Source: an optimization exercise on an open RTL-to-GDS flow (aim: small area, a short achievable clock period and few clock cycles per item). Production flows keep margins and buffers that such runs may drop.
The RTL was checked by simulation tests, not by an equivalence proof against the original design.
Power figures rest on the tool's default switching activity, not on a simulated workload.

### flow/design.v
module cycle_counter (
    input  logic        clk,
    input  logic        load,
    output logic [31:0] cycle_count
);
    always_ff @(posedge clk) begin
        if (load) cycle_count <= 32'd1;
        else      cycle_count <= cycle_count + 32'd1;
    end
endmodule
module filter_config (
    input  logic        clk,         
    input  logic        rst_n,       
    input  logic        cfg_we,      
    input  logic [3:0]  cfg_waddr,   
    input  logic [31:0] cfg_wdata,   
    input  logic [3:0]  cfg_raddr,   
    output logic [31:0] cfg_rdata,   
    output logic [47:0] local_mac,       
    output logic [15:0] ethertype,       
    output logic [7:0]  ip_protocol,     
    output logic [31:0] ip_base,         
    output logic [31:0] ip_mask,         
    output logic [15:0] udp_dst_port     
);
    logic [31:0] mac_lo;     
    logic [15:0] mac_hi;     
    always_ff @(posedge clk or negedge rst_n) begin
        if (!rst_n) begin
            mac_lo         <= 32'hDEADBEEF;   
            mac_hi         <= 16'hCAFE;       
            ethertype      <= 16'h0800;       
            ip_protocol    <= 8'h11;          
            ip_base        <= 32'h0A000100;   
            ip_mask        <= 32'hFFFFFFFC;   
            udp_dst_port   <= 16'd25565;      
        end else if (cfg_we) begin
            case (cfg_waddr)
                4'h0: mac_lo         <= cfg_wdata;            
                4'h1: mac_hi         <= cfg_wdata[15:0];      
                4'h2: ethertype      <= cfg_wdata[15:0];      
                4'h3: ip_protocol    <= cfg_wdata[7:0];       
                4'h4: ip_base        <= cfg_wdata;            
                4'h5: ip_mask        <= cfg_wdata;            
                4'h6: udp_dst_port   <= cfg_wdata[15:0];      
                default: ;                                    
            endcase
        end
    end
    always_comb begin
        case (cfg_raddr)
            4'h0: cfg_rdata = mac_lo;                         
            4'h1: cfg_rdata = {16'h0, mac_hi};               
            4'h2: cfg_rdata = {16'h0, ethertype};            
            4'h3: cfg_rdata = {24'h0, ip_protocol};          
            4'h4: cfg_rdata = ip_base;                       
            4'h5: cfg_rdata = ip_mask;                       
            4'h6: cfg_rdata = {16'h0, udp_dst_port};         
            default: cfg_rdata = 32'hDEADBEEF;               
        endcase
    end
    assign local_mac = {mac_hi, mac_lo};
endmodule
module filter_core(
    input  logic         clk,
    input  logic         rst_n,
    input  logic [255:0] data,
    input  logic         cfg_we,
    input  logic [3:0]   cfg_waddr,
    input  logic [31:0]  cfg_wdata,
    input  logic [3:0]   cfg_raddr,
    output logic [31:0]  cfg_rdata,
    output logic         beat0_ok,
    output logic         beat1_ok
);
    logic [47:0] cfg_local_mac;
    logic [15:0] cfg_ethertype;
    logic [7:0]  cfg_ip_protocol;
    logic [31:0] cfg_ip_base;
    logic [31:0] cfg_ip_mask;
    logic [15:0] cfg_dest_port;
    filter_config my_configuration (
        .clk,
        .rst_n,
        .cfg_we,
        .cfg_waddr,
        .cfg_wdata,
        .cfg_raddr,
        .cfg_rdata,
        .local_mac(cfg_local_mac),
        .ethertype(cfg_ethertype),
        .ip_protocol(cfg_ip_protocol),
        .ip_base(cfg_ip_base),
        .ip_mask(cfg_ip_mask),
        .udp_dst_port(cfg_dest_port)
    );
    assign beat0_ok = (data[47:0]    == cfg_local_mac) &&                     
                      (data[111:96]  == cfg_ethertype) &&                     
                      (data[119:112] == 8'h54) &&                             
                      (data[191:184] == cfg_ip_protocol) &&                   
                      ((data[255:240] & cfg_ip_mask[15:0]) == cfg_ip_base[15:0]);  
    assign beat1_ok = ((data[15:0] & cfg_ip_mask[31:16]) == cfg_ip_base[31:16]) &&  
                      (data[47:32] == cfg_dest_port);                              
endmodule
module header_parser (
    input  logic         clk,
    input  logic         rst_n,
    input  logic  [0:255]  in_data,
    input  logic  [31:0]   in_keep,
    input  logic           in_valid,
    input  logic           in_last,
    output logic  [0:255]  out_data,
    output logic  [0:31]   out_keep,
    output logic           out_valid,
    output logic           out_last,
    output logic           timestamp_valid,
    output logic  [31:0]   timestamp,
    input  logic           out_ready,
    output logic           in_ready,
    input  logic           cfg_we,
    input  logic  [3:0]    cfg_waddr,
    input  logic  [31:0]   cfg_wdata,
    input  logic  [3:0]    cfg_raddr,
    output logic  [31:0]   cfg_rdata
);
    localparam [31:0] HEADER_KEEP = 32'h0000_03FF;    
    typedef enum logic [2:0] {
        IDLE,     
        HDR1,     
        HDR1_OK,  
        HDR1_NG,  
        STREAM,   
        DROP      
    } parse_state;
    parse_state state, state_next;
    logic free, pass, b1;
    logic [255:0] d;
    assign d = in_data;
    logic beat0_ok, beat1_ok;
    filter_core my_filter_core (
        .clk,
        .rst_n,
        .data(d),
        .cfg_we,
        .cfg_waddr,
        .cfg_wdata,
        .cfg_raddr,
        .cfg_rdata,
        .beat0_ok,
        .beat1_ok
    );
    logic in_accept;
    assign in_accept = in_valid && in_ready;
    assign in_ready  = free || (pass && out_ready);
    assign out_valid = in_valid && pass;
    assign out_data  = in_data;
    assign out_keep  = b1 ? (in_keep & ~HEADER_KEEP) : in_keep;
    assign out_last  = in_last;
    always_comb begin
        state_next = state;
        case (state)
            IDLE:    if (in_accept) state_next = in_last ? IDLE : (beat0_ok ? HDR1 : DROP);
            HDR1:    if (in_valid)  state_next = (beat1_ok && !in_last) ? HDR1_OK : HDR1_NG;
            HDR1_OK: if (in_accept) state_next = STREAM;    
            HDR1_NG: if (in_accept) state_next = in_last ? IDLE : DROP;
            default: if (in_accept && in_last) state_next = IDLE;
        endcase
    end
    always_ff @(posedge clk or negedge rst_n) begin
        if (!rst_n) begin
            state           <= IDLE;
            free            <= 1'b1;
            pass            <= 1'b0;
            b1              <= 1'b0;
            timestamp_valid <= 1'b0;
        end else begin
            state           <= state_next;
            free            <= (state_next == IDLE) || (state_next == HDR1_NG) || (state_next == DROP);
            pass            <= (state_next == HDR1_OK) || (state_next == STREAM);
            b1              <= (state_next == HDR1_OK);
            timestamp_valid <= in_accept && in_last && (state == STREAM);
        end
    end
    cycle_counter timestamper (
        .clk,
        .load(in_accept && state == IDLE),
        .cycle_count(timestamp)
    );
endmodule
### flow/flow/run.sh
#!/bin/bash
cp standard.sh standard_sh.txt
export BUFFER_PORTS_ARGS="-buffer_cell sky130_fd_sc_hd__buf_1"
bash standard.sh > standard.log 2>&1
### flow/standard.sh
#!/bin/bash
# synth_recipe.tcl (not shown) runs the flow's synth.tcl, then flattens the netlist and writes it again
# the make line also repeats each setting of config.mk as NAME=value (left out here)
make -C /OpenROAD-flow-scripts/flow DESIGN_CONFIG=/design/flow/config.mk WORK_HOME=/design/flow/orfs CLKGATE_MAP_FILE= SYNTH_SCRIPT=/design/flow/synth_recipe.tcl "${@:-finish}"
### flow/config.mk
export PLATFORM = sky130hd
export DESIGN_NAME = header_parser
export DESIGN_NICKNAME = header_parser
export VERILOG_FILES = /design/flow/design.v
export SDC_FILE = /design/flow/constraint.sdc
export NUM_CORES = 4
export LEC_CHECK = 0
export ABC_CLOCK_PERIOD_IN_PS = 1000
export CAP_MARGIN = 20
export CORE_MARGIN = 2
export CORE_UTILIZATION = 25
export PLACE_DENSITY = 0.5
export SETUP_SLACK_MARGIN = 2.5
export SLEW_MARGIN = 20
### flow/constraint.sdc
create_clock -name core_clock -period 5.0 [get_ports {clk}]
set_input_delay 1.0000 -clock core_clock [delete_from_list [all_inputs] [get_ports {clk}]]
set_output_delay 1.0000 -clock core_clock [all_outputs]
set_load 0.01 [all_outputs]
==> flow_summary.json, run 1 <==
{
  "dp_hpwl_um": 51500,
  "antenna_found_initial": 4,
  "required_ns": 4.00,
  "antennaDiodeCount": 0,
  "final_net_count": 1579,
  "grt_use_total_pct": 24.6,
  "critPathMaxFanout": 6,
  "layout_common_cells": "buf_1, mux2_2, xor2_1, dfstp_2, dfrtp_1",
  "cts_tree": "done",
  "cp.arrival_ns": 2.40,
  "layout_commonest_cell": "buf_1",
  "max_freq_mhz": 295,
  "maxCapViolCount": 0,
  "first_pass_iters": 5,
  "core_area_mm2": 0.0468,
  "holdWs_ns": 0.485,
  "ioPinCount": 690,
  "syn_inst": 1144,
  "final_cells": 1864,
  "drive_gt1_share_pct": 37.8,
  "hold_start": "timestamper.cycle_count[0]$_SDFF_PP1_",
  "stdcell_area_mm2": 0.0137,
  "io_buffers": 325,
  "final_util_pct": 29.3,
  "avgSynthCellArea_um2": 10.4,
  "seqPwrFrac_pct": 45.3,
  "grt.busiest_layer": "met2",
  "routed-via-count": 9248,
  "grt_pass1_wl_um": 81800,
  "synth_top_cell_by_area": "dfstp_2",
  "met1_usage_pct": 25.0,
  "synth_flop_cell": "dfstp_2",
  "postPlaceCellArea_mm2": 0.0120,
  "r2r-end": "timestamper.cycle_count[30]$_SDFF_PP0_",
  "r2r_start": "timestamper.cycle_count[2]$_SDFF_PP0_",
  "async_flop_share_pct": 83.2,
  "ys_seq_area_share_pct": 39.7,
  "area_growth_pct": 15.2,
  "vdd_drop_max_mv": 0.213,
  "post-route-drc-count": 0,
  "grt_pass1_vias": 8879,
  "synth_edf_count": 0,
  "start_util_pct": 25.5,
  "synth_cell_types": 52,
  "swShare_pct": 37.4,
  "final_max_slew_viol_count": 0,
  "fin_setup_tns_ns": 0,
  "p_leak_nw": 5.34,
  "cts_buffers": 17,
  "insertion_delay_ns": 0.46,
  "syn_area_mm2": 0.0119,
  "place_congestion": 0.885,
  "wl_um": 63900,
  "relSlewSlack_pct": 24.0,
  "ant_nets": 0,
  "rr_worst_depth": 6,
  "synth-seq-cells": 191,
  "worstHoldPathCells": 1,
  "setup_viol": 0,
  "die_y_um": 222,
  "syn_nets": 1479,
  "synth_top_area_share_pct": 18.1,
  "min_path_type": "reg2reg",
  "internal_power_w": 0.00363,
  "clock_path_buffers": 2,
  "h-tree-depth": 4,
  "rsz0062_at_grt": "yes",
  "crit_type": "in2out",
  "outcome": "timing/DRC/antenna clean",
  "whs_endpoint": "timestamper.cycle_count[0]$_SDFF_PP1_",
  "use_met2_pct": 38.8,
  "net-switching-power_w": 0.00217,
  "endpoint_kind": "output port",
  "drt_iter0_markers": 549,
  "dp.cells": 1780,
  "dieWidth_um": 222,
  "power_density_mw_per_mm2": 423,
  "netlist_top_cells_area": "dfstp_2, buf_4, dfrtp_1",
  "startpoint_type": "input pin",
  "tightest_slew_ns": 1.14,
  "clock-sinks": 191,
  "fin_crit_sh_pct": 67.9,
  "reg2reg_slack_ns": 2.63,
  "clkPwrFrac_pct": 25.0,
  "core.rowCount": 79,
  "final.min_clock_period_ns": 3.40,
  "combPwrFrac_pct": 29.8,
  "finalHoldViolCount": 0,
  "finClkSkew_ns": 0.0133,
  "cts-root-buf": "clkbuf_16",
  "dieArea_mm2": 0.0494,
  "routedWlPerCell_um": 34.3,
  "met3_usage_pct": 19.1,
  "yosys_warnings": 3,
  "clk_pin_slew_ns": 0.08,
  "via_per_inst": 4.96,
  "hold_buffers": 0,
  "grt.overflow.total": 0,
  "grt_start_max_net_pins": 88
}
metrics by stage:
step	total power, W	setup WS, ns
after floorplan	0.00360	2.14
final	0.00580	1.60
after global routing	0.00606	1.58
after global placement	0.00421	1.13
after CTS	0.00578	1.67
after detailed placement	0.00424	1.10
cells by family (layout without fill, tap and decap cells):
| logic type | after synthesis | in the layout | share of synthesized area, % |
|---|---|---|---|
| buf+inv | 318 | 431 | 18.8 |
| xor+xnor | 135 | 135 | 9.93 |
| fa+ha+maj | 1 | 1 | 0.105 |
| mux | 152 | 152 | 14.4 |
| flops | 191 | 191 | 39.7 |
| compound gates | 106 | 106 | 6.60 |
| simple gates | 241 | 241 | 10.5 |
synthesized netlist by cell type (6+ instances only):
cell type,n
nand3_1,25
or3_1,6
dfstp_2,82
nor4_1,15
xnor2_1,52
nor3_1,8
and3_1,11
dfrtp_1,77
a22o_1,7
inv_1,7
a221oi_1,7
buf_4,279
nor2b_1,12
nor2_1,41
nand2_1,64
clkbuf_1,25
a222oi_1,6
a22oi_1,45
buf_1,6
a21oi_1,13
xor2_1,83
mux2_2,152
nand4_1,35
dfxtp_1,32
o21ai_0,6
routing by layer:
layer	vias to the layer above	part of all wire, %
li1	3920	-
met4	6	2.7
met5	-	0.21
met1	4589	34
met3	99	18
met2	634	46
power groups by stage:
stage / Sequential [W] / Clock [W] / Combinational [W]
after floorplan: 0.00252 / 0 / 0.00107
after global placement: 0.00262 / 0 / 0.00160
after detailed placement: 0.00263 / 0 / 0.00161
after CTS: 0.00261 / 0.00148 / 0.00170
after global routing: 0.00268 / 0.00153 / 0.00185
final: 0.00263 / 0.00145 / 0.00173
registers in the layout, summed over array words and instances, names as in the netlist:
| name | cells |
|---|---|
| b1 | 1 |
| free | 1 |
| my_filter_core.my_configuration.ethertype | 16 |
| my_filter_core.my_configuration.ip_base | 32 |
| my_filter_core.my_configuration.ip_mask | 32 |
| my_filter_core.my_configuration.ip_protocol | 8 |
| my_filter_core.my_configuration.mac_hi | 16 |
| my_filter_core.my_configuration.mac_lo | 32 |
| my_filter_core.my_configuration.udp_dst_port | 16 |
| pass | 1 |
| state | 3 |
| timestamp_valid | 1 |
| timestamper.cycle_count | 32 |
timing repair:
| action | in CTS | in global routing |
|---|---|---|
| cloned | 2 | 4 |
| pin swaps | 30 | 30 |
| endpoints found under the hold margin | 0 | 0 |
| endpoints found under the setup margin | 101 | 44 |
| setup buffers | 21 | 25 |
| gates resized for setup | 120 | 70 |
area by class of cell:
cell class	instances	area, um^2
fillers	4906	33000
multi-input cells	635	5320
flip-flops and latches	191	4720
repair buffers	392	2280
well taps	607	759
clock buffers	21	493
clock inverters	11	114
inverters	7	26.3
worst max-delay path: stages:
cell	delay, ns
buf_12	0.08
nand2b_4	0.15
nor3_4	0.07
buf_12	0.13
buf_16	0.13
a222oi_1	0.59
inv_1	0.08
buf_2	0.16
worst max path at each step:
stage	startpoint	endpoint	slack [ns]	depth (start not counted)
CTS	cfg_raddr[3]	cfg_rdata[29]	1.67	8
global route	cfg_raddr[3]	cfg_rdata[13]	1.58	7
finish	cfg_raddr[3]	cfg_rdata[29]	1.60	8
detailed placement	cfg_raddr[2]	cfg_rdata[13]	1.10	7
floorplan	cfg_raddr[0]	cfg_rdata[0]	2.14	6
global placement	cfg_raddr[2]	cfg_rdata[13]	1.13	7
Testbench counts, summed over its fixed seeds: cycles 28,240, packets 2,400.
==> run 2, diff against run 1 <==
--- a/flow/config.mk
+++ b/flow/config.mk
@@ -7,3 +7,3 @@
 export LEC_CHECK = 0
-export ABC_CLOCK_PERIOD_IN_PS = 1000
+export ABC_CLOCK_PERIOD_IN_PS = 1500
 export CAP_MARGIN = 20
==> run 2 against run 1 <==
Against the previous run:
- core utilization is the same
- via count is the same
- first-iteration DRC count is the same
- register-to-register slack is essentially flat
- clock skew is the same
- worst setup slack is the same
- still clean on timing, DRC and antenna
- worst hold slack is the same
- count of clock-buffer cells in the layout is the same
- critical path depth is the same
==> flow_summary.json, run 2 <==
{
  "cts-root-buf": "clkbuf_16",
  "routedWlPerCell_um": 34.3,
  "power_density_mw_per_mm2": 423,
  "area_growth_pct": 15.2,
  "synth_edf_count": 0,
  "clock-sinks": 191,
  "grt_start_max_net_pins": 88,
  "clk_pin_slew_ns": 0.08,
  "critPathMaxFanout": 6,
  "rsz0062_at_grt": "yes",
  "dieWidth_um": 222,
  "fin_crit_sh_pct": 67.9,
  "post-route-drc-count": 0,
  "layout_commonest_cell": "buf_1",
  "highest-signal-layer": "met5",
  "via_per_inst": 4.96,
  "avgSynthCellArea_um2": 10.4,
  "max_freq_mhz": 295,
  "min_path_type": "reg2reg",
  "relSlewSlack_pct": 24.0,
  "whs_endpoint": "timestamper.cycle_count[0]$_SDFF_PP1_",
  "dp_hpwl_um": 51500,
  "core_area_mm2": 0.0468,
  "synth_cell_types": 52,
  "grt_pass1_vias": 8879,
  "required_ns": 4.00,
  "ys_seq_area_share_pct": 39.7,
  "layout_common_cells": "buf_1, mux2_2, xor2_1, dfstp_2, dfrtp_1",
  "routed-via-count": 9248,
  "syn_inst": 1144,
  "fin_setup_tns_ns": 0,
  "drt_iter0_markers": 549,
  "grt_use_total_pct": 24.6,
  "io_buffers": 325,
  "wl_met3_um": 11400,
  "final.min_clock_period_ns": 3.40,
  "crit_type": "in2out",
  "seqCellArea_mm2": 0.00472,
  "route.met2.wl_um": 29200,
  "synth_flop_cell": "dfstp_2",
  "grt_pass1_wl_um": 81800,
  "endpoint_kind": "output port",
  "yosys_warnings": 3,
  "ioPinCount": 690,
  "drt-met1-wl_um": 21500,
  "outcome": "timing/DRC/antenna clean",
  "setup_viol": 0,
  "fillCellCount": 4906,
  "vdd_drop_max_mv": 0.213,
  "synth-seq-cells": 191,
  "grt.overflow.total": 0,
  "cts_buffers": 17,
  "synth_top_area_share_pct": 18.1,
  "r2r-end": "timestamper.cycle_count[30]$_SDFF_PP0_",
  "finClkSkew_ns": 0.0133,
  "r2r_start": "timestamper.cycle_count[2]$_SDFF_PP0_",
  "h-tree-depth": 4,
  "syn_nets": 1479,
  "async_flop_share_pct": 83.2,
  "hold_buffers": 0,
  "hold_start": "timestamper.cycle_count[0]$_SDFF_PP1_",
  "clock_path_buffers": 2,
  "final_max_slew_viol_count": 0,
  "ant_nets": 0,
  "die_y_um": 222,
  "startpoint_type": "input pin",
  "cts_tree": "done",
  "final_net_count": 1579,
  "maxCapViolCount": 0,
  "core.rowCount": 79,
  "synth_top_cell_by_area": "dfstp_2",
  "holdWs_ns": 0.485,
  "first_pass_iters": 5,
  "synthTopCellsByCount": "buf_4, mux2_2, xor2_1, dfstp_2, dfrtp_1",
  "final_util_pct": 29.3,
  "finalHoldViolCount": 0,
  "syn_area_mm2": 0.0119,
  "antennaDiodeCount": 0,
  "tightest_slew_ns": 1.14,
  "netlist_top_cells_area": "dfstp_2, buf_4, dfrtp_1",
  "multi_input_area_mm2": 0.00532,
  "postPlaceCellArea_mm2": 0.0120,
  "synth_most_common_cell": "buf_4",
  "antenna_found_initial": 4,
  "place_congestion": 0.885,
  "drive_gt1_share_pct": 37.8,
  "rr_worst_depth": 6,
  "worstHoldPathCells": 1,
  "wl_um": 63900,
  "stdcell_area_mm2": 0.0137,
  "cp.arrival_ns": 2.40,
  "p_leak_nw": 5.34,
  "insertion_delay_ns": 0.46,
  "start_util_pct": 25.5,
  "dieArea_mm2": 0.0494,
  "reg2reg_slack_ns": 2.63
}
-- run 2: cell counts after synthesis --
No cell type changed its count.
-- run 2: how the worst max path moves through the flow --
stage,depth (start not counted),end,from
after global placement,7,cfg_rdata[13],cfg_raddr[2]
after detailed placement,7,cfg_rdata[13],cfg_raddr[2]
final,8,cfg_rdata[29],cfg_raddr[3]
after CTS,8,cfg_rdata[29],cfg_raddr[3]
after floorplan,6,cfg_rdata[0],cfg_raddr[0]
after global routing,7,cfg_rdata[13],cfg_raddr[3]
-- run 2: power breakdown --
part | switching, W | internal, W | leakage, nW
Sequential | 0.000527 | 0.00210 | 2.07
Combinational | 0.000972 | 0.000755 | 2.96
Clock | 0.000672 | 0.000775 | 0.305
-- run 2: logic make-up (layout without fill, tap and decap cells) --
kind of cell / Yosys count / count (layout) / synth area share [%]
muxes: 152 / 152 / 14.4
and+or+nand+nor: 241 / 241 / 10.5
buffers and inverters: 318 / 431 / 18.8
xor gates and xnor gates: 135 / 135 / 9.93
AOI/OAI and AO/OA: 106 / 106 / 6.60
adders and majority gates: 1 / 1 / 0.105
DFF: 191 / 191 / 39.7
-- run 2: metrics by stage --
stage,total power (W),setup slack (ns),instances
after detailed placement,0.00424,1.10,1780
final,0.00580,1.60,1864
after floorplan,0.00360,2.14,1144
after CTS,0.00578,1.67,1835
after global routing,0.00606,1.58,1864
after global placement,0.00421,1.13,1779
-- run 2: critical path, stage by stage --
cell	delay, ns
buf_12	0.08
nand2b_4	0.15
nor3_4	0.07
buf_12	0.13
buf_16	0.13
a222oi_1	0.59
inv_1	0.08
buf_2	0.16
-- run 2: repair_timing --
item                       CTS  global route
setup buffers               21            25
gates cloned                 2             4
setup endpoints to repair  101            44
resized for setup          120            70
pin swaps                   30            30
-- run 2: final cells by class --
class / instances / area share [%]
well taps: 607 / 5.54
flip-flops and latches: 191 / 34.4
repair buffers: 392 / 16.6
multi-input cells: 635 / 38.8
clock buffers: 21 / 3.60
clock inverters: 11 / 0.830
inverters: 7 / 0.192
-- run 2: metal layers --
metal | GRT usage [%] | up-vias
met5 | 1.86 | -
met4 | 6.97 | 6
met3 | 19.1 | 99
met2 | 38.8 | 634
met1 | 25.0 | 4589
li1 | - | 3920
==> run 3, diff against run 2 <==
--- a/flow/design.v
+++ b/flow/design.v
@@ -49,14 +49,10 @@
     end
-    always_comb begin
-        case (cfg_raddr)
-            4'h0: cfg_rdata = mac_lo;                         
-            4'h1: cfg_rdata = {16'h0, mac_hi};               
-            4'h2: cfg_rdata = {16'h0, ethertype};            
-            4'h3: cfg_rdata = {24'h0, ip_protocol};          
-            4'h4: cfg_rdata = ip_base;                       
-            4'h5: cfg_rdata = ip_mask;                       
-            4'h6: cfg_rdata = {16'h0, udp_dst_port};         
-            default: cfg_rdata = 32'hDEADBEEF;               
-        endcase
-    end
+    logic [31:0] r01, r23, r45, r67, r03, r47;
+    assign r01 = cfg_raddr[0] ? {16'h0, mac_hi} : mac_lo;
+    assign r23 = cfg_raddr[0] ? {24'h0, ip_protocol} : {16'h0, ethertype};
+    assign r45 = cfg_raddr[0] ? ip_mask : ip_base;
+    assign r67 = cfg_raddr[0] ? 32'hDEADBEEF : {16'h0, udp_dst_port};
+    assign r03 = cfg_raddr[1] ? r23 : r01;
+    assign r47 = cfg_raddr[1] ? r67 : r45;
+    assign cfg_rdata = cfg_raddr[3] ? 32'hDEADBEEF : (cfg_raddr[2] ? r47 : r03);
     assign local_mac = {mac_hi, mac_lo};
--- a/flow/config.mk
+++ b/flow/config.mk
@@ -7,3 +7,2 @@
 export LEC_CHECK = 0
-export ABC_CLOCK_PERIOD_IN_PS = 1500
 export CAP_MARGIN = 20
==> run 3 against run 2 <==
Against the previous run:
- routed wire length fell by 2.2%
- area after synthesis rose by 4.6%
- die area rose by 4.6%
==> flow_summary.json, run 3 <==
{
  "start_util_pct": 25.4,
  "dieArea_mm2": 0.0516,
  "h-tree-depth": 4,
  "synth-seq-cells": 191,
  "syn_area_mm2": 0.0125,
  "area_growth_pct": 14.0,
  "grt_use_total_pct": 23.6,
  "clk_pin_slew_ns": 0.08,
  "power_density_mw_per_mm2": 427,
  "cp.arrival_ns": 2.35,
  "syn_nets": 1544,
  "clock_path_buffers": 2,
  "yosys.area_share.simple_pct": 10.3,
  "fin_crit_sh_pct": 67.1,
  "vdd_drop_max_mv": 0.213,
  "clkPwrFrac_pct": 24.9,
  "synth_top_family_by_area": "buffers and inverters",
  "synth_edf_count": 0,
  "synth_top_cell_by_area": "dfstp_2",
  "stdcell_area_mm2": 0.0142,
  "insertion_delay_ns": 0.46,
  "ant_nets": 0,
  "first_pass_iters": 5,
  "drive_gt1_share_pct": 39.6,
  "crit_type": "in2out",
  "worst_slack_ns": 1.65,
  "grt_pass1_vias": 9210,
  "relSlewSlack_pct": 47.0,
  "io_buffers": 325,
  "hold_start": "timestamper.cycle_count[0]$_SDFF_PP1_",
  "grt_start_max_net_pins": 74,
  "multi_input_area_mm2": 0.00602,
  "finalHoldViolCount": 0,
  "min_path_type": "reg2reg",
  "dp_hpwl_um": 51100,
  "cts-root-buf": "clkbuf_16",
  "tightest_slew_ns": 0.795,
  "synthTopCellsByCount": "buf_4, mux2_2, nor2_1, dfstp_2, dfrtp_1",
  "swShare_pct": 37.6,
  "maxCapViolCount": 0,
  "finClkSkew_ns": 0.0134,
  "grt_pass1_wl_um": 81400,
  "place_congestion": 0.859,
  "crit_path_start": "cfg_raddr[0]",
  "layout_commonest_cell": "buf_1",
  "worstHoldPathCells": 1,
  "synth_top_area_share_pct": 17.3,
  "synth_cell_types": 64,
  "outcome": "timing/DRC/antenna clean",
  "routed-via-count": 9318,
  "seqCellArea_mm2": 0.00472,
  "synth_adder_area_share_pct": 0.100,
  "endpoint_kind": "output port",
  "cts_tree": "done",
  "postPlaceCellArea_mm2": 0.0126,
  "cts_buffers": 17,
  "fin_setup_tns_ns": 0,
  "rr_worst_depth": 7,
  "via_per_inst": 4.78,
  "internal_power_w": 0.00379,
  "grt.overflow.total": 0,
  "setup_viol": 0,
  "antenna_found_initial": 3,
  "final_max_slew_viol_count": 0,
  "netlist_top_cells_area": "dfstp_2, buf_4, dfrtp_1",
  "syn_inst": 1209,
  "net-switching-power_w": 0.00228,
  "synth_flop_cell": "dfstp_2",
  "combPwrFrac_pct": 32.2,
  "synth_mux_area_share_pct": 18.2,
  "final_util_pct": 28.9,
  "r2r_start": "my_filter_core.my_configuration.ip_mask[11]$_DFFE_PN1P_",
  "async_flop_share_pct": 83.2,
  "final_net_count": 1606,
  "avgSynthCellArea_um2": 10.3,
  "fillCellCount": 5277,
  "startpoint_type": "input pin",
  "post-route-drc-count": 0,
  "synth_most_common_cell": "buf_4",
  "routedWlPerCell_um": 32.1,
  "synth-xor-area-share_pct": 9.34,
  "final.min_clock_period_ns": 3.35,
  "drt_iter0_markers": 493,
  "seqPwrFrac_pct": 43.0,
  "wl_um": 62500,
  "max_freq_mhz": 298,
  "clock-sinks": 191,
  "synth_compound_area_share_pct": 5.85,
  "required_ns": 4.00,
  "dieWidth_um": 227,
  "ys_seq_area_share_pct": 37.9,
  "rsz0062_at_grt": "yes",
  "pre_cts_slack_ns": 1.08,
  "layout_common_cells": "buf_1, mux2_2, dfstp_2, dfrtp_1, nor2_1",
  "ioPinCount": 690,
  "p_leak_nw": 5.48,
  "core_area_mm2": 0.0491,
  "yosys_warnings": 3,
  "critPathMaxFanout": 6,
  "core.rowCount": 81,
  "die_y_um": 227
}
-- run 3: cell count changes in the layout (fill, tap and decap cells not counted), moves of 13 or more --
cell,delta
buf_2,-17
buf_4,-22
nand2_1,-22
xnor2_1,+17
xor2_1,-19
nor2_1,+36
mux2i_1,+18
a22oi_1,-32
or2_4,+13
nand4_1,-16
-- run 3: path summary, 6_finish.rpt --
| path | slack (ns) | endpoint |
|---|---|---|
| hold reg to reg | 0.44 | timestamper.cycle_count[0]$_SDFF_PP1_ |
| hold / removal | 0.44 | timestamper.cycle_count[0]$_SDFF_PP1_ |
| min in group asynchronous | 0.64 | my_filter_core.my_configuration.ip_base[7]$_DFFE_PN0P_ |
| setup reg to reg | 2.69 | free$_DFF_PN1_ |
| max in group asynchronous | 3.29 | my_filter_core.my_configuration.ip_mask[31]$_DFFE_PN1P_ |
| setup / recovery | 1.65 | cfg_rdata[2] |
-- run 3: layout make-up --
type	count	share of cell area (%)
well taps	664	5.85
multi-input cells	692	42.4
clock inverters	14	1.37
clock buffers	18	3.09
inverters	10	0.326
repair buffers	359	13.7
flip-flops and latches	191	33.3
diodes	1	0.0176
-- run 3: logic make-up after synthesis --
family	Yosys count
AO/OA/AOI/OAI	111
adder cells (fa/ha/maj)	1
flip-flops	191
XOR/XNOR	132
AND/OR/NAND/NOR	252
buffers and inverters	327
multiplexers	195
-- run 3: timing repair --
action	4_1_cts	5_1_grt
cloned	4	0
buffers inserted	16	1
gates resized for setup	152	58
endpoints found under the setup margin	111	41
hold buffers	0	0
pin swaps	20	13
-- run 3: worst max-delay path: stages --
cell and delay (ns):
clkbuf_16 0.16, buf_12 0.15, mux4_2 0.52, nor2_2 0.11, a21oi_2 0.05, or2_4 0.23
buf_6 0.12
-- run 3: routing by layer --
metal	vias to the layer above	share of wire, %	GRT usage [%]
met3	82	19	20.4
met1	4628	35	24.4
met4	8	1.8	5.08
met5	-	0.34	2.66
li1	4008	-	-
met2	592	44	35.9
-- run 3: stage by stage --
stage / std cells / power, W / hold WS, ns
final: 1949 / 0.00606 / 0.443
after global routing: 1948 / 0.00638 / 0.466
after CTS: 1946 / 0.00607 / 0.442
after detailed placement: 1894 / 0.00441 / 0.424
after global placement: 1894 / 0.00439 / 0.416
after floorplan: 1209 / 0.00379 / 0.442
-- run 3: power by group through the flow --
| stage | logic (W) | registers, W | clock network [W] |
|---|---|---|---|
| 2_1_floorplan | 0.00128 | 0.00251 | 0 |
| 3_3_place_gp | 0.00179 | 0.00259 | 0 |
| 3_5_place_dp | 0.00181 | 0.00260 | 0 |
| 4_1_cts | 0.00194 | 0.00259 | 0.00154 |
| 5_1_grt | 0.00211 | 0.00267 | 0.00160 |
| 6_report | 0.00195 | 0.00261 | 0.00151 |
Testbench counts of run 3, summed over its fixed seeds: cycles 28,240, packets 2,400.
==> run 4, diff against run 3 <==
--- a/flow/config.mk
+++ b/flow/config.mk
@@ -7,2 +7,3 @@
 export LEC_CHECK = 0
+export ABC_AREA = 1
 export CAP_MARGIN = 20
==> run 4 against run 3 <==
Against the previous run:
- core utilization is 0.16 points higher
- first-iteration DRC count is 74% higher
- synthesized cell count is 47% higher
- design area is 5.4% higher
- still clean on timing, DRC and antenna
- total power is 13% lower
- via count is 26% higher
- flip-flop and latch count stayed put
- die area is 4.3% higher
- sequential share of layout area is 1.7 points lower
- worst setup slack better by 0.20 ns
==> flow_summary.json, run 4 <==
{
  "outcome": "timing/DRC/antenna clean",
  "ant_nets": 0,
  "hold_buffers": 0,
  "cts-root-buf": "clkbuf_16",
  "layout_commonest_cell": "nand2_1",
  "dieWidth_um": 232,
  "area_growth_pct": 15.0,
  "crit_type": "in2out",
  "cp.arrival_ns": 2.15,
  "grt_use_total_pct": 21.4,
  "finClkSkew_ns": 0.0110,
  "grt_pass1_vias": 11236,
  "endpoint_kind": "output port",
  "fillCellCount": 5598,
  "final_max_slew_viol_count": 0,
  "drt_iter0_markers": 860,
  "synth_edf_count": 0,
  "fin_crit_sh_pct": 63.0,
  "endpoint": "cfg_rdata[14]",
  "required_ns": 4.00,
  "syn_area_mm2": 0.0130,
  "grt_start_max_net_pins": 78,
  "via_per_inst": 4.65,
  "final_net_count": 2171,
  "synthTopCellsByCount": "nand2_1, buf_4, o21ai_0, inv_1, nor2_1",
  "synth_flop_cell": "dfstp_2",
  "grt_pass1_wl_um": 81600,
  "min_path_type": "reg2reg",
  "r2r_start": "free$_DFF_PN1_",
  "netlist_top_cells_area": "dfstp_2, buf_4, dfrtp_1",
  "antenna_found_initial": 9,
  "vdd_drop_max_mv": 0.224,
  "power_density_mw_per_mm2": 352,
  "place_congestion": 0.898,
  "dieArea_mm2": 0.0538,
  "crit_path_start": "cfg_raddr[0]",
  "p_leak_nw": 6.20,
  "insertion_delay_ns": 0.49,
  "tightest_slew_ns": 1.22,
  "h-tree-depth": 4,
  "syn_inst": 1779,
  "die_y_um": 232,
  "dp_hpwl_um": 44900,
  "cts_tree": "done",
  "core.rowCount": 83,
  "syn_nets": 2114,
  "start_util_pct": 25.3,
  "synth-seq-cells": 191,
  "grt.overflow.total": 0,
  "max_freq_mhz": 317,
  "reg2reg_slack_ns": 2.83,
  "core_area_mm2": 0.0514,
  "drive_gt1_share_pct": 18.9,
  "async_flop_share_pct": 83.2,
  "pre_cts_slack_ns": 1.21,
  "hold_start": "timestamper.cycle_count[0]$_SDFF_PP1_",
  "clock_path_buffers": 2,
  "routed-via-count": 11771,
  "clk_pin_slew_ns": 0.07,
  "relSlewSlack_pct": 18.7,
  "post-route-drc-count": 0,
  "rsz0062_at_grt": "yes",
  "synth_top_area_share_pct": 16.6,
  "synth_top_cell_by_area": "dfstp_2",
  "worst_slack_ns": 1.85,
  "io_buffers": 325,
  "first_pass_iters": 7,
  "setup_viol": 0,
  "clock-sinks": 191,
  "routedWlPerCell_um": 23.4,
  "fin_setup_tns_ns": 0,
  "synth_most_common_cell": "nand2_1",
  "ioPinCount": 690,
  "rr_worst_depth": 12,
  "avgSynthCellArea_um2": 7.31,
  "r2r-end": "pass$_DFF_PN0_",
  "wl_um": 59300,
  "critPathMaxFanout": 8,
  "yosys_warnings": 3,
  "synth_cell_types": 46,
  "maxCapViolCount": 0,
  "layout_common_cells": "nand2_1, buf_1, o21ai_0, inv_1, nor2_1",
  "cts_buffers": 17,
  "finalHoldViolCount": 0,
  "final.min_clock_period_ns": 3.15,
  "startpoint_type": "input pin",
  "ys_seq_area_share_pct": 36.3
}
run 4: changes by cell type in the layout (fill, tap and decap cells not counted), moves of 15 or more:
cell | before | now
nand2_1 | 41 | 383
inv_1 | 7 | 172
o21ai_0 | 9 | 173
mux2_2 | 158 | 0
nand3_1 | 13 | 65
nor2_1 | 74 | 125
xor2_1 | 64 | 24
nand3_2 | 1 | 26
a21oi_1 | 22 | 46
o21ai_1 | 0 | 22
mux2i_1 | 18 | 1
nor2_4 | 1 | 16
run 4: cell families after synthesis:
family | Yosys count | share of synthesized area (%)
multiplexers | 2 | 0.154
XOR/XNOR | 80 | 5.39
adder cells (fa/ha/maj) | 1 | 0.0962
buffers and inverters | 522 | 23.1
AO/OA/AOI/OAI | 304 | 12.7
AND/OR/NAND/NOR | 679 | 22.2
flip-flops | 191 | 36.3
run 4: final cells by class:
cell class / instances / area [um^2] / share of cell area (%)
Timing Repair Buffer: 375 / 2170 / 14.5
Clock buffer: 19 / 433 / 2.90
Clock inverter: 13 / 130 / 0.870
Tap cell: 680 / 851 / 5.69
Multi-Input combinational cell: 1067 / 5860 / 39.2
Sequential cell: 191 / 4720 / 31.6
Timing Repair inverter: 3 / 28.8 / 0.192
Antenna cell: 2 / 5.00 / 0.0335
Inverter: 181 / 747 / 5.00
run 4: worst min-delay path by stage:
stage,slack (ns),to,depth (start not counted)
floorplan,0.44,timestamper.cycle_count[0]$_SDFF_PP1_,1
global placement,0.42,timestamper.cycle_count[0]$_SDFF_PP1_,1
detailed placement,0.42,timestamper.cycle_count[0]$_SDFF_PP1_,1
CTS,0.44,timestamper.cycle_count[0]$_SDFF_PP1_,1
global route,0.46,timestamper.cycle_count[0]$_SDFF_PP1_,1
finish,0.44,timestamper.cycle_count[0]$_SDFF_PP1_,1
run 4: power breakdown:
part	internal [W]	switching [W]
logic	0.000602	0.000981
clock network	0.000696	0.000686
registers	0.00197	0.000329
run 4: critical path, cell delays in order:
cell,delay [ns]
clkbuf_16,0.16
buf_12,0.14
buf_16,0.14
nand2_2,0.07
a21oi_2,0.06
a2111oi_4,0.36
buf_4,0.21
run 4: what timing repair did:
action / CTS / global route
gates cloned: 8 / 3
gates resized for setup: 178 / 74
buffers inserted: 22 / 3
pin swaps: 36 / 31
endpoints found under the hold margin: 0 / 0
endpoints found under the setup margin: 56 / 65
run 4: stage by stage:
stage / hold WS, ns / area [um^2] / utilization [%] / std cells / power [W]
CTS: 0.444 / 14600 / 28.4 / 2523 / 0.00527
detailed placement: 0.419 / 13100 / 25.5 / 2461 / 0.00374
global placement: 0.419 / 13100 / 25.5 / 2461 / 0.00371
finish: 0.440 / 15000 / 29.1 / 2531 / 0.00527
floorplan: 0.439 / 13400 / - / 1779 / 0.00335
global route: 0.463 / 14900 / 29.1 / 2529 / 0.00559
run 4: layer usage:
layer | vias to the layer above | routed length, um | part of all wire (%) | track usage [%]
met5 | - | 203 | 0.34 | 1.56
met4 | 14 | 2330 | 3.9 | 8.39
met3 | 116 | 5800 | 9.8 | 8.91
met2 | 555 | 27800 | 47 | 34.8
met1 | 5565 | 23200 | 39 | 24.8
li1 | 5521 | - | - | -
==> run 5, diff against run 4 <==
--- a/flow/config.mk
+++ b/flow/config.mk
@@ -7,3 +7,2 @@
 export LEC_CHECK = 0
-export ABC_AREA = 1
 export CAP_MARGIN = 20
@@ -12,3 +11,3 @@
 export PLACE_DENSITY = 0.5
-export SETUP_SLACK_MARGIN = 2.5
+export SETUP_SLACK_MARGIN = 3.0
 export SLEW_MARGIN = 20
==> run 5 against run 4 <==
Against the previous run:
- still clean
- area after synthesis fell by 4.2%
- count of clock-buffer cells in the layout up 4
- register-to-register slack got worse by 0.16 ns
- core utilization grew 6.1 points
- flip-flop and latch count is the same
- fmax down 6.2%
- routed wire length down 1.1%
- sequential share of layout area is 3.8 points lower
- critical path depth unchanged
- largest power group unchanged
==> flow_summary.json, run 5 <==
{
  "outcome": "timing/DRC/antenna clean",
  "layout_commonest_cell": "buf_6",
  "drt_iter0_markers": 489,
  "pre_cts_slack_ns": 1.26,
  "cts_buffers": 17,
  "ioPinCount": 690,
  "start_util_pct": 25.4,
  "synth_cell_types": 64,
  "antenna_found_initial": 3,
  "postPlaceCellArea_mm2": 0.0129,
  "synth-seq-cells": 191,
  "area_growth_pct": 38.8,
  "synth_flop_cell": "dfstp_2",
  "finalHoldViolCount": 0,
  "synthTopCellsByCount": "buf_4, mux2_2, nor2_1, dfstp_2, dfrtp_1",
  "final.min_clock_period_ns": 3.36,
  "layout_common_cells": "buf_6, mux2_2, nor2_1, dfstp_2, dfrtp_1",
  "routedWlPerCell_um": 29.2,
  "yosys_warnings": 3,
  "cp_top_family": "multiplexers",
  "dp_hpwl_um": 42500,
  "tightest_slew_ns": 1.01,
  "rsz0062_at_grt": "yes",
  "final_max_slew_viol_count": 0,
  "routed-via-count": 9669,
  "place_congestion": 0.831,
  "finClkSkew_ns": 0.0128,
  "clock_path_buffers": 2,
  "grt_use_total_pct": 21.8,
  "max_freq_mhz": 298,
  "first_pass_iters": 4,
  "clk_pin_slew_ns": 0.07,
  "p_leak_nw": 7.26,
  "final_net_count": 1666,
  "setup_viol": 0,
  "die_y_um": 227,
  "drive_gt1_share_pct": 62.1,
  "grt.overflow.total": 0,
  "seqCellArea_mm2": 0.00479,
  "worst_slack_ns": 1.64,
  "synth_top_cell_by_area": "dfstp_2",
  "maxCapViolCount": 0,
  "p_total_w": 0.00644,
  "h-tree-depth": 4,
  "cp.buffers_inverters": 3,
  "dieArea_mm2": 0.0516,
  "cpMaxStageDelayCell": "mux4_2",
  "cts_tree": "done",
  "clock-sinks": 191,
  "crit_type": "in2out",
  "relSlewSlack_pct": 32.7,
  "crit_path_start": "cfg_raddr[0]",
  "r2r_start": "my_filter_core.my_configuration.ip_mask[10]$_DFFE_PN1P_",
  "syn_area_mm2": 0.0125,
  "critPathMaxFanout": 5,
  "grt_pass1_vias": 10059,
  "netlist_top_cells_area": "dfstp_2, buf_4, dfrtp_1",
  "cts-root-buf": "clkbuf_16",
  "power_density_mw_per_mm2": 373,
  "insertion_delay_ns": 0.46,
  "core_area_mm2": 0.0491,
  "core.rowCount": 81,
  "dp.cells": 1900,
  "synth_most_common_cell": "buf_4",
  "via_per_inst": 4.81,
  "ant_nets": 0,
  "required_ns": 4.00,
  "startpoint_type": "input pin",
  "slowest_delay_ns": 0.52,
  "avgSynthCellArea_um2": 10.3,
  "endpoint_kind": "output port",
  "hold_start": "timestamper.cycle_count[0]$_SDFF_PP1_",
  "final_cells": 2009,
  "wl_um": 58700,
  "vdd_drop_max_mv": 0.308,
  "dieWidth_um": 227,
  "async_flop_share_pct": 83.2,
  "worstPathCellList": "clkbuf_16 -> buf_12 -> mux4_2 -> nor2_2 -> a21oi_2 -> or2_4 -> buf_6",
  "syn_inst": 1209,
  "fin_setup_tns_ns": 0,
  "syn_nets": 1544,
  "io_buffers": 325,
  "synth_edf_count": 0,
  "ys_seq_area_share_pct": 37.9,
  "grt_start_max_net_pins": 71,
  "stdcell_area_mm2": 0.0173,
  "multi_input_area_mm2": 0.00650,
  "post-route-drc-count": 0,
  "grt_pass1_wl_um": 78000,
  "cp.arrival_ns": 2.36,
  "fillCellCount": 4871,
  "fin_crit_sh_pct": 67.2,
  "min_path_type": "reg2reg",
  "synth_top_area_share_pct": 17.3
}
## run 5: power by group
part | internal (W) | switching [W] | leakage, nW
Combinational | 0.00130 | 0.00107 | 4.88
Sequential | 0.00215 | 0.000525 | 2.08
Clock | 0.000743 | 0.000657 | 0.293
## run 5: cells by family (layout without fill, tap and decap cells)
| logic type | after synthesis | in the layout | synth area share, % |
|---|---|---|---|
| AO/OA/AOI/OAI | 111 | 111 | 5.85 |
| XOR/XNOR | 132 | 132 | 9.34 |
| adder cells (fa/ha/maj) | 1 | 1 | 0.100 |
| buffers and inverters | 327 | 460 | 18.3 |
| flip-flops | 191 | 191 | 37.9 |
| multiplexers | 195 | 195 | 18.2 |
| other | 0 | 1 | 0 |
| AND/OR/NAND/NOR | 252 | 254 | 10.3 |
## run 5: layer usage
| layer | GRT usage (%) | part of all wire [%] | vias to the layer above |
|---|---|---|---|
| li1 | - | - | 4122 |
| met5 | 2.75 | 0.42 | - |
| met4 | 8.10 | 4.3 | 10 |
| met1 | 24.5 | 36 | 4831 |
| met3 | 10.5 | 11 | 159 |
| met2 | 35.5 | 48 | 547 |
## run 5: layout make-up
class	instances	area share, %
Multi-Input combinational cell	693	37.6
Sequential cell	191	27.7
Clock buffer	23	3.01
Inverter	10	0.282
Timing Repair Buffer	418	26.2
Antenna cell	1	0.0145
Tap cell	664	4.81
Clock inverter	9	0.384
## run 5: final timing paths
path                       cells past startpoint  slack [ns]                                                endpoint
min in group asynchronous                      1        0.72  my_filter_core.my_configuration.ip_base[7]$_DFFE_PN0P_
max                                            7        1.64                                            cfg_rdata[1]
max reg2reg                                    7        2.67                                          free$_DFF_PN1_
min reg2reg                                    1        0.46                   timestamper.cycle_count[0]$_SDFF_PP1_
max in group asynchronous                      2        3.27                                            b1$_DFF_PN0_
min                                            1        0.46                   timestamper.cycle_count[0]$_SDFF_PP1_
## run 5: metrics by stage
step | hold slack [ns] | utilization [%]
finish | 0.457 | 35.2
floorplan | 0.442 | -
global placement | 0.412 | 26.2
global route | 0.478 | 35.2
detailed placement | 0.417 | 26.3
CTS | 0.433 | 34.2
## run 5: timing repair
| item | CTS | global route |
|---|---|---|
| pin swaps | 54 | 27 |
| gates resized for setup | 818 | 115 |
| gates cloned | 5 | 2 |
| setup buffers | 55 | 14 |
| setup endpoints to repair | 481 | 415 |
| hold buffers | 0 | 0 |
==> run 6, diff against run 5 <==
==> flow/flow/run.sh (replaced) <==
#!/bin/bash
cp standard.sh standard_sh.txt
export BUFFER_PORTS_ARGS="-buffer_cell sky130_fd_sc_hd__buf_1"
bash standard.sh IO_CONSTRAINTS=$PWD/flow/io.tcl > standard.log 2>&1
==> flow/flow/io.tcl (new file) <==
# Keep the configuration read port together so the read mux sits next to its pins.
set_io_pin_constraint -group -pin_names {cfg_raddr[0] cfg_raddr[1] cfg_raddr[2] cfg_raddr[3] cfg_rdata[0] cfg_rdata[1] cfg_rdata[2] cfg_rdata[3] cfg_rdata[4] cfg_rdata[5] cfg_rdata[6] cfg_rdata[7] cfg_rdata[8] cfg_rdata[9] cfg_rdata[10] cfg_rdata[11] cfg_rdata[12] cfg_rdata[13] cfg_rdata[14] cfg_rdata[15] cfg_rdata[16] cfg_rdata[17] cfg_rdata[18] cfg_rdata[19] cfg_rdata[20] cfg_rdata[21] cfg_rdata[22] cfg_rdata[23] cfg_rdata[24] cfg_rdata[25] cfg_rdata[26] cfg_rdata[27] cfg_rdata[28] cfg_rdata[29] cfg_rdata[30] cfg_rdata[31]}
--- a/flow/config.mk
+++ b/flow/config.mk
@@ -11,3 +11,3 @@
 export PLACE_DENSITY = 0.5
-export SETUP_SLACK_MARGIN = 3.0
+export SETUP_SLACK_MARGIN = 2.0
 export SLEW_MARGIN = 20
==> run 6 against run 5 <==
Against the previous run:
- via count decreased by 2.0%
- largest power group unchanged
- highest routed layer unchanged
- critical path depth is the same
- routed wire length rose by 8.3%
- critical path type unchanged
- total power decreased by 8.4%
==> flow_summary.json, run 6 <==
{
  "die_y_um": 227,
  "vdd_drop_max_mv": 0.253,
  "antenna_found_initial": 6,
  "via_per_inst": 4.88,
  "layout_common_cells": "buf_1, mux2_2, dfstp_2, nor2_1, dfrtp_1",
  "first_pass_iters": 5,
  "synth_flop_cell": "dfstp_2",
  "grt_pass1_wl_um": 82200,
  "cts-root-buf": "clkbuf_16",
  "route.met2.wl_um": 28000,
  "cpMaxStageDelayCell": "mux4_2",
  "core_area_mm2": 0.0491,
  "final_cells": 1942,
  "io_buffers": 325,
  "synth_compound_area_share_pct": 5.85,
  "crit_type": "in2out",
  "synth_edf_count": 0,
  "synth-xor-area-share_pct": 9.34,
  "routedWlPerCell_um": 32.7,
  "highest-signal-layer": "met5",
  "fillCellCount": 5247,
  "synth-seq-cells": 191,
  "clock_path_buffers": 2,
  "grt.overflow.total": 0,
  "finClkSkew_ns": 0.0120,
  "synth_mux_area_share_pct": 18.2,
  "slowest_delay_ns": 0.51,
  "relSlewSlack_pct": 30.7,
  "synthTopCellsByCount": "buf_4, mux2_2, nor2_1, dfstp_2, dfrtp_1",
  "tightest_slew_ns": 1.04,
  "dp_hpwl_um": 52200,
  "drt_iter0_markers": 699,
  "post-route-drc-count": 0,
  "dieWidth_um": 227,
  "max_freq_mhz": 296,
  "drt-met1-wl_um": 21400,
  "cp_top_family": "multiplexers",
  "yosys_warnings": 3,
  "cp.arrival_ns": 2.37,
  "finalHoldViolCount": 0,
  "fin_crit_sh_pct": 67.5,
  "routed-via-count": 9478,
  "ys_seq_area_share_pct": 37.9,
  "grt_start_max_net_pins": 160,
  "dp.cells": 1895,
  "min_path_type": "reg2reg",
  "synth_cell_types": 64,
  "final_max_slew_viol_count": 0,
  "required_ns": 4.00,
  "synth_top_family_by_area": "buffers and inverters",
  "synth_adder_area_share_pct": 0.100,
  "grt_pass1_vias": 9176,
  "core.rowCount": 81,
  "syn_nets": 1544,
  "power_density_mw_per_mm2": 432,
  "yosys.area_share.simple_pct": 10.3,
  "outcome": "timing/DRC/antenna clean",
  "fin_setup_tns_ns": 0,
  "startpoint_type": "input pin",
  "area_growth_pct": 9.83,
  "ant_nets": 0,
  "syn_inst": 1209,
  "avgSynthCellArea_um2": 10.3,
  "setup_viol": 0,
  "final_net_count": 1598,
  "syn_area_mm2": 0.0125,
  "netlist_top_cells_area": "dfstp_2, buf_4, dfrtp_1",
  "maxCapViolCount": 0,
  "place_congestion": 0.893,
  "wl_um": 63500,
  "async_flop_share_pct": 83.2,
  "worstPathCellList": "clkbuf_16 -> buf_8 -> mux4_2 -> nor2_1 -> a21oi_1 -> or2_4 -> buf_1",
  "endpoint_kind": "output port",
  "clk_pin_slew_ns": 0.07,
  "critPathMaxFanout": 13,
  "hold_buffers": 0,
  "ioPinCount": 690,
  "dieArea_mm2": 0.0516,
  "grt_use_total_pct": 23.9,
  "rsz0062_at_grt": "yes",
  "h-tree-depth": 4,
  "p_leak_nw": 5.12,
  "clock-sinks": 191,
  "reg2reg_slack_ns": 2.19,
  "cts_buffers": 17,
  "cp.buffers_inverters": 3,
  "final.min_clock_period_ns": 3.37,
  "cts_tree": "done",
  "insertion_delay_ns": 0.47,
  "synth_most_common_cell": "buf_4",
  "synth_top_area_share_pct": 17.3,
  "drive_gt1_share_pct": 33.9,
  "wl_met3_um": 11900,
  "start_util_pct": 25.4,
  "synth_top_cell_by_area": "dfstp_2",
  "layout_commonest_cell": "buf_1"
}
[run 6: cell counts after synthesis]
No cell type changed its count.
[run 6: area by class of cell]
class	instances	area (um^2)	share of cell area, %
repair buffers	351	1640	12.0
clock buffers	21	450	3.29
clock inverters	11	128	0.933
multi-input cells	692	5850	42.8
flip-flops and latches	191	4720	34.5
inverters	10	48.8	0.357
well taps	664	831	6.07
diodes	2	5.00	0.0366
[run 6: what timing repair did]
item                                    in CTS  in global routing
hold endpoints to repair                     0                  0
gates resized for setup                     95                 48
pin swaps                                    9                  6
gates cloned                                 2                  1
setup buffers                                7                  2
endpoints found under the setup margin      33                 34
[run 6: metal layers]
layer  global-route usage (%)  up-vias
li1                         -     4004
met1                     24.8     4685
met2                     35.9      665
met3                     18.8      112
met4                     8.48       12
met5                     3.23        -
[run 6: report_power, final]
group	switching [W]	total [W]	internal, W
clock	0.000660	0.00142	0.000756
sequential	0.000536	0.00264	0.00210
combinational	0.00101	0.00185	0.000838
total	0.00221	0.00590	0.00370
[run 6: worst paths after layout]
| check | endpoint | start | depth (start not counted) |
|---|---|---|---|
| min reg2reg | timestamper.cycle_count[0]$_SDFF_PP1_ | timestamper.cycle_count[0]$_SDFF_PP1_ | 1 |
| max | cfg_rdata[6] | cfg_raddr[0] | 7 |
| min | timestamper.cycle_count[0]$_SDFF_PP1_ | timestamper.cycle_count[0]$_SDFF_PP1_ | 1 |
| min in group asynchronous | my_filter_core.my_configuration.ip_base[11]$_DFFE_PN0P_ | rst_n | 2 |
| max in group asynchronous | my_filter_core.my_configuration.mac_lo[17]$_DFFE_PN0P_ | rst_n | 2 |
| max reg2reg | free$_DFF_PN1_ | my_filter_core.my_configuration.ip_mask[5]$_DFFE_PN1P_ | 7 |
[run 6: per-stage QoR]
stage / hold WS (ns) / power (W) / setup slack (ns) / area [um^2] / util, %
after global placement: 0.411 / 0.00434 / 0.937 / 12400 / 25.3
after global routing: 0.460 / 0.00618 / 1.60 / 13700 / 27.9
after floorplan: 0.442 / 0.00375 / 1.95 / 12500 / -
final: 0.440 / 0.00590 / 1.63 / 13700 / 27.9
after CTS: 0.446 / 0.00589 / 1.64 / 13500 / 27.5
after detailed placement: 0.426 / 0.00438 / 0.943 / 12400 / 25.4
[run 6: logic make-up after synthesis]
family,after synthesis
multiplexers,195
XOR/XNOR,132
AO/OA/AOI/OAI,111
flip-flops,191
buffers and inverters,327
AND/OR/NAND/NOR,252
adder cells (fa/ha/maj),1
==> run 7, diff against run 6 <==
--- a/flow/config.mk
+++ b/flow/config.mk
@@ -11,3 +11,3 @@
 export PLACE_DENSITY = 0.5
-export SETUP_SLACK_MARGIN = 2.0
+export SETUP_SLACK_MARGIN = 1.5
 export SLEW_MARGIN = 20
==> run 7 against run 6 <==
Against the previous run:
- area after synthesis unchanged
- synthesized cell count unchanged
- sequential share of layout area up 1.5 points
- total power down 0.37%
- first-iteration DRC count up 2.4%
- routed wire length up 0.20%
- cell count down 0.77%
- design area down 4.2%
- register-to-register slack better by 0.10 ns
- worst setup slack worse by 0.18 ns
- clock skew up 0.00073 ns
- still clean on timing, DRC and antenna
==> flow_summary.json, run 7 <==
{
  "outcome": "timing/DRC/antenna clean",
  "cp.arrival_ns": 2.56,
  "place_congestion": 0.896,
  "required_ns": 4.00,
  "core_area_mm2": 0.0491,
  "layout_common_cells": "buf_1, mux2_2, nor2_1, dfstp_2, dfrtp_1",
  "syn_area_mm2": 0.0125,
  "startpoint_type": "input pin",
  "cts_tree": "done",
  "yosys_warnings": 3,
  "via_per_inst": 4.89,
  "routedWlPerCell_um": 33.0,
  "dieWidth_um": 227,
  "cts_setup_buffers": 0,
  "final_net_count": 1585,
  "synth_cell_types": 64,
  "grt_use_total_pct": 23.9,
  "die_y_um": 227,
  "antenna_found_initial": 5,
  "ioPinCount": 690,
  "ys_seq_area_share_pct": 37.9,
  "wl_um": 63700,
  "synth_edf_count": 0,
  "power_density_mw_per_mm2": 449,
  "maxCapViolCount": 0,
  "r2r_start": "my_filter_core.my_configuration.ethertype[12]$_DFFE_PN0P_",
  "clock_path_buffers": 2,
  "synthTopCellsByCount": "buf_4, mux2_2, nor2_1, dfstp_2, dfrtp_1",
  "core.rowCount": 81,
  "critPathMaxFanout": 41,
  "final.min_clock_period_ns": 3.56,
  "setup_viol": 0,
  "grt_start_max_net_pins": 127,
  "clk_pin_slew_ns": 0.07,
  "cts_buffers": 17,
  "drive_gt1_share_pct": 27.2,
  "p_leak_nw": 4.89,
  "avgSynthCellArea_um2": 10.3,
  "ant_nets": 0,
  "area_growth_pct": 5.21,
  "crit_type": "in2out",
  "min_path_type": "reg2reg",
  "io_buffers": 325,
  "final_max_slew_viol_count": 0,
  "relSlewSlack_pct": 23.2,
  "tightest_slew_ns": 1.15,
  "synth_most_common_cell": "buf_4",
  "grt_pass1_wl_um": 81800,
  "fillCellCount": 5311,
  "hold_start": "timestamper.cycle_count[0]$_SDFF_PP1_",
  "netlist_top_cells_area": "dfstp_2, buf_4, dfrtp_1",
  "synth_top_area_share_pct": 17.3,
  "rr_worst_depth": 7,
  "reg2reg_slack_ns": 2.29,
  "grt_pass1_vias": 8999,
  "rsz0062_at_grt": "yes",
  "insertion_delay_ns": 0.47,
  "synth_flop_cell": "dfstp_2",
  "r2r-end": "free$_DFF_PN1_",
  "final_cells": 1927,
  "max_freq_mhz": 281,
  "syn_inst": 1209,
  "fin_setup_tns_ns": 0,
  "endpoint_kind": "output port",
  "h-tree-depth": 4,
  "antennaDiodeCount": 0,
  "drt_iter0_markers": 716,
  "p_total_w": 0.00588,
  "post-route-drc-count": 0,
  "synth_top_cell_by_area": "dfstp_2",
  "worstHoldPathCells": 1,
  "start_util_pct": 25.4,
  "async_flop_share_pct": 83.2,
  "synth-seq-cells": 191,
  "clock-sinks": 191,
  "grt.overflow.total": 0,
  "syn_nets": 1544,
  "dp.cells": 1894,
  "routed-via-count": 9421,
  "dp_hpwl_um": 53300,
  "cts-root-buf": "clkbuf_16",
  "vdd_drop_max_mv": 0.224,
  "fin_crit_sh_pct": 71.1,
  "dieArea_mm2": 0.0516,
  "finClkSkew_ns": 0.0128,
  "whs_endpoint": "timestamper.cycle_count[0]$_SDFF_PP1_",
  "first_pass_iters": 5,
  "layout_commonest_cell": "buf_1",
  "finalHoldViolCount": 0
}
[run 7: power by group]
group          switching (W)  total [W]  internal, W
Sequential          0.000556    0.00266      0.00210
Clock               0.000690    0.00144     0.000754
Combinational       0.000999    0.00178     0.000782
Total                0.00224    0.00588      0.00364
[run 7: repair_timing]
action,in CTS,in global routing
hold buffers,0,0
gates cloned,1,0
gates resized for setup,13,1
setup endpoints to repair,32,16
[run 7: area by class of cell]
cell class,instances,area [um^2],share of cell area [%]
Multi-Input combinational cell,691,5490,41.9
Timing Repair Buffer,339,1420,10.9
Tap cell,664,831,6.34
Sequential cell,191,4720,36.0
Inverter,10,37.5,0.286
Clock inverter,15,173,1.32
Clock buffer,17,425,3.25
[run 7: critical path: stages]
cell,delay [ns]
clkbuf_2,0.10
buf_6,0.31
nand2_2,0.30
o22ai_1,0.24
a21oi_1,0.11
or2_2,0.32
buf_1,0.14
[run 7: cells by family after synthesis]
logic type / Yosys count / share of synthesized area [%]
buffers and inverters: 327 / 18.3
AND/OR/NAND/NOR: 252 / 10.3
multiplexers: 195 / 18.2
flip-flops: 191 / 37.9
XOR/XNOR: 132 / 9.34
AO/OA/AOI/OAI: 111 / 5.85
adder cells (fa/ha/maj): 1 / 0.100
[run 7: metal layers]
layer  vias up  routed length (um)  global-route usage (%)
li1       3968                   -                       -
met1      4641               22100                    26.0
met2       690               27700                    35.3
met3       108               12000                    18.9
met4        14                1530                    6.35
met5         -                 338                    4.08
[run 7: worst max-delay path by stage]
stage                 startpoint            end  slack [ns]
global route        cfg_raddr[1]   cfg_rdata[2]        1.37
floorplan           cfg_raddr[0]  cfg_rdata[10]        1.67
finish              cfg_raddr[1]   cfg_rdata[1]        1.44
detailed placement  cfg_raddr[0]  cfg_rdata[15]        0.97
CTS                 cfg_raddr[0]   cfg_rdata[4]        1.51
global placement    cfg_raddr[0]  cfg_rdata[15]        1.00
[run 7: metrics by stage]
stage | area [um^2] | hold WS (ns) | setup WS [ns] | util (%)
2_1_floorplan | 12500 | 0.442 | 1.67 | -
3_3_place_gp | 12400 | 0.414 | 1.00 | 25.3
3_5_place_dp | 12400 | 0.426 | 0.968 | 25.3
4_1_cts | 13100 | 0.444 | 1.51 | 26.7
5_1_grt | 13100 | 0.455 | 1.37 | 26.7
6_report | 13100 | 0.440 | 1.44 | 26.7
==> run 8, diff against run 7 <==
--- a/flow/config.mk
+++ b/flow/config.mk
@@ -11,3 +11,3 @@
 export PLACE_DENSITY = 0.5
-export SETUP_SLACK_MARGIN = 1.5
+export SETUP_SLACK_MARGIN = 1.0
 export SLEW_MARGIN = 20
==> run 8 against run 7 <==
Against the previous run:
- combinational power about the same
- sequential share of layout area increased by 0.24 points
- area after synthesis unchanged
- still clean
==> flow_summary.json, run 8 <==
{
  "clk_pin_slew_ns": 0.07,
  "fillCellCount": 5318,
  "drt_iter0_markers": 815,
  "max_freq_mhz": 257,
  "rr_worst_depth": 7,
  "grt.overflow.total": 0,
  "min_path_type": "reg2reg",
  "pre_cts_slack_ns": 0.968,
  "multi_input_area_mm2": 0.00548,
  "yosys.area_share.simple_pct": 10.3,
  "outcome": "timing/DRC/antenna clean",
  "endpoint_kind": "output port",
  "via_per_inst": 4.88,
  "post-route-drc-count": 0,
  "synth_top_cell_by_area": "dfstp_2",
  "reg2reg_slack_ns": 2.29,
  "netlist_top_cells_area": "dfstp_2, buf_4, dfrtp_1",
  "die_y_um": 227,
  "crit_type": "in2out",
  "relSlewSlack_pct": 23.6,
  "stdcell_area_mm2": 0.0130,
  "p_leak_nw": 4.85,
  "required_ns": 4.00,
  "grt_use_total_pct": 23.8,
  "layout_commonest_cell": "buf_1",
  "syn_inst": 1209,
  "grt_pass1_vias": 8974,
  "drt-met1-wl_um": 22000,
  "dp_hpwl_um": 53300,
  "seqCellArea_mm2": 0.00472,
  "synth_top_area_share_pct": 17.3,
  "grt_start_max_net_pins": 127,
  "core.rowCount": 81,
  "cp.arrival_ns": 2.89,
  "antennaDiodeCount": 0,
  "antenna_found_initial": 5,
  "insertion_delay_ns": 0.47,
  "synthTopCellsByCount": "buf_4, mux2_2, nor2_1, dfstp_2, dfrtp_1",
  "wl_met3_um": 12000,
  "synth_most_common_cell": "buf_4",
  "ant_nets": 0,
  "finalHoldViolCount": 0,
  "synth_compound_area_share_pct": 5.85,
  "synth_cell_types": 64,
  "io_buffers": 325,
  "area_growth_pct": 4.51,
  "rsz0062_at_grt": "no",
  "finClkSkew_ns": 0.0126,
  "ioPinCount": 690,
  "first_pass_iters": 6,
  "critPathMaxFanout": 22,
  "tightest_slew_ns": 1.15,
  "cts_tree": "done",
  "route.met2.wl_um": 27700,
  "async_flop_share_pct": 83.2,
  "start_util_pct": 25.4,
  "synth_flop_cell": "dfstp_2",
  "synth_edf_count": 0,
  "synth-xor-area-share_pct": 9.34,
  "setup_viol": 0,
  "routedWlPerCell_um": 33.0,
  "fin_crit_sh_pct": 77.8,
  "dieWidth_um": 227,
  "ys_seq_area_share_pct": 37.9,
  "synth_adder_area_share_pct": 0.100,
  "grt_pass1_wl_um": 81500,
  "wl_um": 63500,
  "syn_nets": 1544,
  "h-tree-depth": 4,
  "fin_setup_tns_ns": 0,
  "postPlaceCellArea_mm2": 0.0124,
  "p_total_w": 0.00587,
  "worst_slack_ns": 1.11,
  "clock-sinks": 191,
  "worstHoldPathCells": 1,
  "drive_gt1_share_pct": 26.9,
  "final_net_count": 1584,
  "r2r-end": "free$_DFF_PN1_",
  "layout_common_cells": "buf_1, mux2_2, nor2_1, dfstp_2, dfrtp_1",
  "cts_buffers": 17,
  "hold_start": "timestamper.cycle_count[0]$_SDFF_PP1_",
  "synth_top_family_by_area": "buffers and inverters",
  "startpoint_type": "input pin",
  "final.min_clock_period_ns": 3.89,
  "syn_area_mm2": 0.0125,
  "clock_path_buffers": 2,
  "power_density_mw_per_mm2": 451,
  "synth_mux_area_share_pct": 18.2,
  "routed-via-count": 9407,
  "place_congestion": 0.896,
  "dieArea_mm2": 0.0516,
  "core_area_mm2": 0.0491,
  "yosys_warnings": 3,
  "maxCapViolCount": 0,
  "highest-signal-layer": "met5",
  "cts_setup_buffers": 0,
  "vdd_drop_max_mv": 0.224,
  "synth-seq-cells": 191,
  "avgSynthCellArea_um2": 10.3,
  "r2r_start": "my_filter_core.my_configuration.ethertype[12]$_DFFE_PN0P_",
  "final_max_slew_viol_count": 0,
  "whs_endpoint": "timestamper.cycle_count[0]$_SDFF_PP1_",
  "holdWs_ns": 0.440,
  "cts-root-buf": "clkbuf_16"
}
==> run 8: area by class of cell <==
| cell class | count | share of cell area, % |
|---|---|---|
| inverters | 10 | 0.288 |
| multi-input cells | 691 | 42.1 |
| well taps | 664 | 6.38 |
| flip-flops and latches | 191 | 36.3 |
| clock inverters | 15 | 1.33 |
| repair buffers | 338 | 10.4 |
| clock buffers | 17 | 3.27 |
==> run 8: per-stage QoR <==
| step | utilization [%] | instances |
|---|---|---|
| 6_report | 26.5 | 1926 |
| 4_1_cts | 26.5 | 1926 |
| 3_3_place_gp | 25.3 | 1893 |
| 5_1_grt | 26.5 | 1926 |
| 3_5_place_dp | 25.3 | 1894 |
| 2_1_floorplan | - | 1209 |
==> run 8: cell families (layout without fill, tap and decap cells) <==
group           after synthesis  after routing
flops                       191            191
mux                         195            195
buf+inv                     327            380
fa+ha+maj                     1              1
simple gates                252            252
xor+xnor                    132            132
compound gates              111            111
==> run 8: worst max-delay path, stage by stage <==
cell     delay (ns)
buf_2          0.39
buf_6          0.32
mux4_2         0.54
nor2_1         0.10
a21oi_1        0.06
or2_2          0.33
buf_1          0.14
==> run 8: routing by layer <==
metal	up-vias	GRT usage [%]
met2	680	35.2
met3	108	18.7
met4	16	6.22
li1	3970	-
met5	-	4.36
met1	4633	26.1
==> run 8: worst max-delay path by stage <==
stage / start / end / depth (start not counted)
floorplan: cfg_raddr[0] / cfg_rdata[10] / 6
global placement: cfg_raddr[0] / cfg_rdata[15] / 7
detailed placement: cfg_raddr[0] / cfg_rdata[15] / 7
CTS: cfg_raddr[0] / cfg_rdata[8] / 8
global route: cfg_raddr[0] / cfg_rdata[1] / 7
finish: cfg_raddr[0] / cfg_rdata[2] / 7
==> run 8: timing repair <==
action,CTS,global route
setup endpoints to repair,3,5
hold buffers,0,0
resized for setup,1,3
==> run 8: power breakdown <==
group	leakage, nW	switching (W)	internal (W)
registers	2.07	0.000553	0.00210
logic	2.48	0.000996	0.000775
clock network	0.294	0.000691	0.000754

## re-timing with driven ports
In the flow no input, the clock included, has a driving cell. The finished layouts below were timed again as built, in two steps.
Step 1 assumes that a clkbuf_16 drives the clock port and a buf_2 every other input.
Step 2 adds t to the input delays and takes it off the output delays; t is the mean of the earliest and latest rising clock arrival at the registers after step 1. Input paths then give back, and output paths get back, about the clock's delay inside the block.
Three values: no drivers, after step 1, after step 2; two values: the first two.
run	t, ns	setup slack, ns	latest minus earliest clock arrival (ns)	slew at the worst register clock pin (ns)	pins driven straight from the clock port
run 1	0.504	1.605 / 1.527 / 1.527	0.017 / 0.018	0.08 / 0.08	1
run 2	0.504	1.605 / 1.527 / 1.527	0.017 / 0.018	0.08 / 0.08	1
run 3	0.516	1.647 / 1.591 / 1.591	0.015 / 0.015	0.09 / 0.09	1
run 4	0.542	1.849 / 1.767 / 1.767	0.016 / 0.017	0.08 / 0.08	1
run 5	0.512	1.642 / 1.540 / 1.540	0.013 / 0.012	0.08 / 0.08	1
run 6	0.518	1.626 / 1.572 / 1.572	0.017 / 0.017	0.08 / 0.08	1
run 7	0.516	1.444 / 1.415 / 1.415	0.016 / 0.015	0.08 / 0.08	1
run 8	0.518	1.109 / 1.056 / 1.056	0.014 / 0.014	0.08 / 0.08	1
After both steps setup and hold are still met in every run listed. For run 5, which loses most, drivers alone change the setup slack by -0.102 ns; drivers and shift together by -0.102 ns.
